Background: an optimization exercise with open tools, aiming at small area. Do not read the settings as production practice. Only simulation tests tie the RTL to the original design; equivalence was not proved. No activity file was given, so power comes from the tool's default toggle rates.

==> design/flow/design.v <==
module sevenseg(data, show);
input   [3:0]  data;
output  [6:0]  show;
reg     [6:0]  show;
always @ (*)
begin
  case (data)
  4'd0: show = 7'b100_0000;
  4'd1: show = 7'b111_1001;
  4'd2: show = 7'b010_0100;
  4'd3: show = 7'b011_0000;
  4'd4: show = 7'b001_1001;
  4'd5: show = 7'b001_0010;
  4'd6: show = 7'b000_0010;
  4'd7: show = 7'b111_1000;
  4'd8: show = 7'b000_0000;
  4'd9: show = 7'b001_0000;
  default: show = 7'b111_1111;
  endcase
end
endmodule
module debounce(clk, rst, button, pressed);
input   clk, rst, button;
output  pressed;
reg         pressed;
reg [31:0]  last;
parameter   DELAY=499;
always @ (posedge clk)
begin
  if (rst)
  last <= 32'd0;
  else if (button)
  last <= 32'd0;
  else 
  last <= (last == DELAY) ? 32'd0 : last + 32'd1;
end
always @ (posedge clk)
begin
    if (rst | button | last != DELAY)
    pressed <= 1'b0;
    else 
    pressed <= 1'b1;
end
endmodule
`timescale 1 ns/ 1 ns
module count(clk, rst, key_reset, key_start_pause, key_display, 
                    hex0, hex1, hex2, hex3, hex4, hex5, 
                    led0, led1, led2, led3                  );
input          clk, rst, key_reset, key_start_pause, key_display;
output  [6:0]  hex0, hex1, hex2, hex3, hex4, hex5;
output         led0, led1, led2, led3;
wire [6:0]  hex0, hex1, hex2, hex3, hex4, hex5;
reg         led0, led1, led2;
wire        led3;
reg [31:0] cnt;
reg        pulse;
reg [3:0]  ms_counter_low, ms_counter_high, sec_counter_low, sec_counter_high, min_counter_low, min_counter_high;  
reg [3:0]  ms_display_low, ms_display_high, sec_display_low, sec_display_high, min_display_low, min_display_high;  
reg     working;
reg     counting;
reg     display;
wire     reset_set;
wire     start_set;
wire     display_set;
parameter   COUNTS=24, DELAY=499;
assign led3 = 1'b0;
sevenseg    led8_ms_display_low(.data(ms_display_low), .show(hex0));
sevenseg    led8_ms_display_high(.data(ms_display_high), .show(hex1));
sevenseg    led8_sec_display_low(.data(sec_display_low), .show(hex2));
sevenseg    led8_sec_display_high(.data(sec_display_high), .show(hex3));
sevenseg    led8_min_display_low(.data(min_display_low), .show(hex4));
sevenseg    led8_min_display_high(.data(min_display_high), .show(hex5));
debounce    #(.DELAY(DELAY)) rst_key(.clk(clk), .rst(rst), .button(key_reset), .pressed(reset_set));
debounce    #(.DELAY(DELAY)) stt(.clk(clk), .rst(rst), .button(key_start_pause), .pressed(start_set));
debounce    #(.DELAY(DELAY)) dsp(.clk(clk), .rst(rst), .button(key_display), .pressed(display_set));
always @ (posedge clk)
begin
  if (rst | reset_set) 
  cnt <= 32'd0;
  else 
  begin
    if (working & counting)
	 begin
		cnt <= (cnt == COUNTS) ? 32'd0 : cnt + 1;
	 end
  end
end
always @ (posedge clk)
begin
  if (rst | reset_set)
  begin
    working <= 1'b0;
    led0 <= 1'b0;
  end
  else if (start_set)
  begin
    working <= 1'b1;
    led0 <= 1'b1;
  end
  else
    led0 <= working;
end
always @ (posedge clk)
begin
  if (rst | reset_set)
  begin
    counting <= 1'b0;
    led1 <= 1'b0;
  end
  else if (start_set)
  begin
    counting <= ~counting;
    led1 <= ~counting;
  end
  else
    led1 <= counting;
end
always @ (posedge clk)
begin
  if (rst | reset_set)
  begin
    display <= 1'b0;
    led2 <= 1'b0;
  end
  else if (display_set)
  begin
    display <= ~display;
    led2 <= ~display;
  end
  else 
    led2 <= display;
end
always @ (posedge clk)
begin
    if (rst | reset_set) pulse <= 1'b0;
    else if ((cnt == COUNTS) & working & counting) pulse <= 1'b1;
    else pulse <= 1'b0;
end
always @ (posedge clk)
begin
  if (rst | reset_set) ms_counter_low <= 4'd0;
  else 
  begin
    if (pulse) 
    ms_counter_low <= ((ms_counter_low == 4'd10) ? 4'd0 : ms_counter_low) + 4'd1;
    else if (ms_counter_low == 4'd10)
    ms_counter_low <= 4'd0;
  end
end
always @ (posedge clk)
begin
  if (rst | reset_set) ms_counter_high <= 4'd0;
  else 
  begin
    if (ms_counter_low == 4'd10)
    ms_counter_high <= ((ms_counter_high == 4'd10) ? 4'd0 : ms_counter_high) + 4'd1;
    else if (ms_counter_high == 4'd10)
    ms_counter_high <= 4'd0;
  end
end
always @ (posedge clk)
begin
  if (rst | reset_set) sec_counter_low <= 4'd0;
  else 
  begin
    if (ms_counter_high == 4'd10) 
    sec_counter_low <= ((sec_counter_low == 4'd10) ? 4'd0 : sec_counter_low) + 4'd1;
    else if (sec_counter_low == 4'd10)
    sec_counter_low <= 4'd0;
  end
end
always @ (posedge clk)
begin
  if (rst | reset_set) sec_counter_high <= 4'd0;
  else 
  begin
    if (sec_counter_low == 4'd10)
    sec_counter_high <= ((sec_counter_high == 4'd6) ? 4'd0 : sec_counter_high) + 4'd1;
    else if (sec_counter_high == 4'd6)
    sec_counter_high <= 4'd0;
  end
end
always @ (posedge clk)
begin
  if (rst | reset_set) min_counter_low <= 4'd0;
  else 
  begin
    if (sec_counter_high == 4'd6) 
    min_counter_low <= ((min_counter_low == 4'd10) ? 4'd0 : min_counter_low) + 4'd1;
    else if (min_counter_low == 4'd10)
    min_counter_low <= 4'd0;
  end
end
always @ (posedge clk)
begin
  if (rst | reset_set) min_counter_high <= 4'd0;
  else 
  begin
    if (min_counter_low == 4'd10)
    min_counter_high <= ((min_counter_high == 4'd6) ? 4'd0 : min_counter_high) + 4'd1;
    else if (min_counter_high == 4'd6)
    min_counter_high <= 4'd0;
  end
end
always @ (posedge clk)
begin
  if (rst)
  begin
    ms_display_low <= 4'd0;
    ms_display_high <= 4'd0;
    sec_display_low <= 4'd0;
    sec_display_high <= 4'd0;
    min_display_low <= 4'd0;
    min_display_high <= 4'd0;
  end
  else if (~display) 
  begin
    ms_display_low <= (ms_counter_low == 4'd10) ? 4'd0 : ms_counter_low;
    ms_display_high <= (ms_counter_high == 4'd10) ? 4'd0 : ms_counter_high;
    sec_display_low <= (sec_counter_low == 4'd10) ? 4'd0 : sec_counter_low;
    sec_display_high <= (sec_counter_high == 4'd6) ? 4'd0 : sec_counter_high;
    min_display_low <= (min_counter_low == 4'd10) ? 4'd0 : min_counter_low;
    min_display_high <= (min_counter_high == 4'd6) ? 4'd0 : min_counter_high;
  end
end
endmodule
==> design/flow/run.sh <==
#!/bin/bash
# synth_recipe.tcl (not shown) runs the flow's synth.tcl, then flattens the netlist and writes it again
# the make line also repeats each setting of config.mk as NAME=value (left out here)
make -C /OpenROAD-flow-scripts/flow DESIGN_CONFIG=/design/flow/config.mk WORK_HOME=/design/flow/orfs CLKGATE_MAP_FILE= SYNTH_SCRIPT=/design/flow/synth_recipe.tcl finish
==> design/flow/config.mk <==
export PLATFORM = sky130hd
export DESIGN_NAME = count
export DESIGN_NICKNAME = count
export VERILOG_FILES = /design/flow/design.v
export SDC_FILE = /design/flow/constraint.sdc
export NUM_CORES = 4
export LEC_CHECK = 0
export CAP_MARGIN = 20
export CORE_MARGIN = 2
export CORE_UTILIZATION = 40
export SLEW_MARGIN = 20
==> design/flow/constraint.sdc <==
create_clock -name core_clock -period 5.0 [get_ports {clk}]
set_input_delay 1.0000 -clock core_clock [delete_from_list [all_inputs] [get_ports {clk}]]
set_output_delay 1.0000 -clock core_clock [all_outputs]
set_load 0.01 [all_outputs]
==> impl_metrics.json <==
{
  "status": "complete, no violations",
  "final_common_cell": "dfxtp_1",
  "use_met2": 0.260,
  "fin_crit_sh": 0.606,
  "synth_seq_cells": 225,
  "end_kind": "primary output",
  "synth.yosys.seq_area_share": 0.419,
  "synth-async-reset-ratio": 0,
  "busiest_layer": "met2",
  "leakage_uw": 0.00421,
  "num-nets-final": 1302,
  "vias": 8876,
  "grt_pass1_vias": 8183,
  "root_buffer": "clkbuf_16",
  "initial_core_util": 0.403,
  "final_core_util": 0.465,
  "clock_sinks": 225,
  "netlist_area_mm2": 0.0107,
  "drc": 0,
  "power_density_mw_per_mm2": 307,
  "first_iter_violations": 555,
  "drt_wl_total_mm": 22.5,
  "htreeDepth": 1,
  "cp_max_fo": 26,
  "post-synth-top-area-cell": "dfxtp_1",
  "path_class": "reg2out",
  "slew_viol_final": 0,
  "area_growth_pct": 15.4,
  "worstMarginPinSlew_ns": 0.932,
  "synth_area_leaders": "dfxtp_1, ha_1, a21oi_1",
  "track_usage": 0.159,
  "reg2reg_slack_ns": 2.55,
  "vias_per_cell": 5.49,
  "startpoint_type": "flip-flop",
  "fin_crit_ns": 3.03,
  "drv_cap": 0,
  "clk_path_buf_depth": 3,
  "hold_viol": 0,
  "drive_above_1_share": 0.0714,
  "die_height_um": 168,
  "mostFrequentLayoutCells": "dfxtp_1, nor2_1, a21oi_1",
  "grt_pass1_wl_mm": 38.9,
  "clkLatencyLatePin_ns": 0.53,
  "overflow": 0,
  "peakVddDrop_mv": 0.258,
  "synth_ff_type": "dfxtp_1",
  "fin_tns_setup_ns": 0,
  "clk_pin_slew_worst_paths_ns": 0.06,
  "core_area_mm2": 0.0267,
  "relSlewSlack": 0.377,
  "rsz0062_at_grt": "false",
  "cp.required_ns": 4.00,
  "n_antenna_cell": 0,
  "synth_top_area_share": 0.419,
  "synth_cells": 1242,
  "holdCritPathClass": "reg2reg",
  "hold_buffers": 0,
  "met1_usage": 0.219,
  "cts_tree": "done",
  "wl_per_cell_um": 14.0,
  "place_hpwl_mm": 15.2,
  "antenna_found_initial": 0,
  "synth_edf_count": 0,
  "numCtsBuffers": 26,
  "fp-row-count": 60,
  "cts_setup_buffers": 0,
  "synth_nets": 1288,
  "finClkSkew_ns": 0.00996,
  "ys_types": 58,
  "avgSynthCellArea_um2": 8.65,
  "ioPinCount": 51,
  "io_buffers": 49,
  "die-area_mm2": 0.0282,
  "drtPass1Iterations": 4,
  "setup_viol": 0,
  "power_uw": 3810,
  "met3_usage": 0.0237,
  "fmax_ghz": 0.330,
  "die_w_um": 168,
  "drtAntennaViolNets": 0,
  "place.gp.congestion": 0.807,
  "cp.arrival_ns": 2.03,
  "grt_max_degree": 44,
  "ctsResizeCount": 0,
  "ys_warn_count": 3
}
power by group:
part / leakage [µW] / total [µW] / internal (µW) / switching (µW)
logic: 0.00195 / 44.4 / 10.5 / 33.9
registers: 0.00181 / 1800 / 1800 / 2.27
clock network: 0.000452 / 1970 / 1210 / 752
cells in the mapped netlist, drive strengths merged (29+ instances only):
library cell,count
or4,44
a21oi,102
or3,31
xnor2,36
nand4,47
dfxtp,225
ha,41
nor4,38
xor2,29
nand3,50
nor2,109
inv,52
mux2i,34
o31ai,44
o21ai,65
nand2,67
clkbuf,62
critical path, cell delays in order (launching register included):
cell and delay, ns:
dfxtp_2 0.52, buf_4 0.37, clkdlybuf4s50_1 0.60
worst paths after layout:
check	start	endpoint	cells after the start
min reg2reg	dsp.last[0]	dsp.last[0]	1
max reg2reg	display	hex2[5]	8
min	dsp.last[0]	dsp.last[0]	1
max	display	led2	2
stage by stage:
step	area (µm²)	std cells	hold WS, ns	setup WS (ns)
5_1_grt	12400	1616	0.477	1.86
3_3_place_gp	11500	1569	0.441	2.08
6_report	12400	1616	0.461	1.97
3_5_place_dp	11500	1569	0.448	2.00
2_1_floorplan	10700	1242	0.430	2.09
4_1_cts	12400	1616	0.466	1.95
metal layers:
layer  up-vias  part of all wire
met4         0             0.022
met1      4150              0.50
li1       4581                 -
met2       109              0.45
met3        36             0.030
met5         -                 0
sequential cells by signal (all words and copies together) (netlist names), 7 cells and up:
signal        cells
rst_key.last     32
hex2              7
hex0              7
hex1              7
stt.last         32
hex4              7
cnt              32
hex5              7
hex3              7
dsp.last         32
layout make-up:
cell class | count | area, µm²
well taps | 341 | 427
inverters | 52 | 195
clock buffers | 38 | 807
multi-input cells | 892 | 5810
flip-flops and latches | 225 | 4510
repair buffers | 59 | 561
fillers | 2521 | 14200
clock inverters | 9 | 97.6
logic make-up after synthesis:
| logic type | count (synthesis) | synth area share |
|---|---|---|
| buffers and inverters | 125 | 0.0446 |
| other | 1 | 0.000349 |
| muxes | 39 | 0.0369 |
| xor gates and xnor gates | 65 | 0.0530 |
| AOI/OAI and AO/OA | 253 | 0.141 |
| and+or+nand+nor | 493 | 0.258 |
| adders and majority gates | 41 | 0.0477 |
| DFF | 225 | 0.419 |

[re-timing with driven ports]
No port has a modelled driver above. Below, the same layout with a new extraction and two added sets of constraints. Step 1 (the two cells are an assumption about what drives the block):
set clk [get_ports {clk}]
set_driving_cell -lib_cell sky130_fd_sc_hd__clkbuf_16 $clk
set_driving_cell -lib_cell sky130_fd_sc_hd__buf_2 [delete_from_list [all_inputs] $clk]
Step 2 adds t to the input delays and takes it off the output delays; t is the mean of the earliest and latest rising clock arrival at the registers after step 1. Input paths then give back, and output paths get back, about the clock's delay inside the block. Three values: ideal, step 1, step 2; two values: the first two.
t (ns): 0.571
setup slack, ns: 1.972 / 1.924 / 1.990
latest minus earliest clock arrival (ns): 0.013 / 0.013
worst register clock-pin slew, ns: 0.06 / 0.06
worst data-port slew with drivers (ns): 0.03
After both steps setup and hold are still met in this run. The setup slack of this run moves by -0.048 ns with the drivers and by +0.018 ns with both steps.
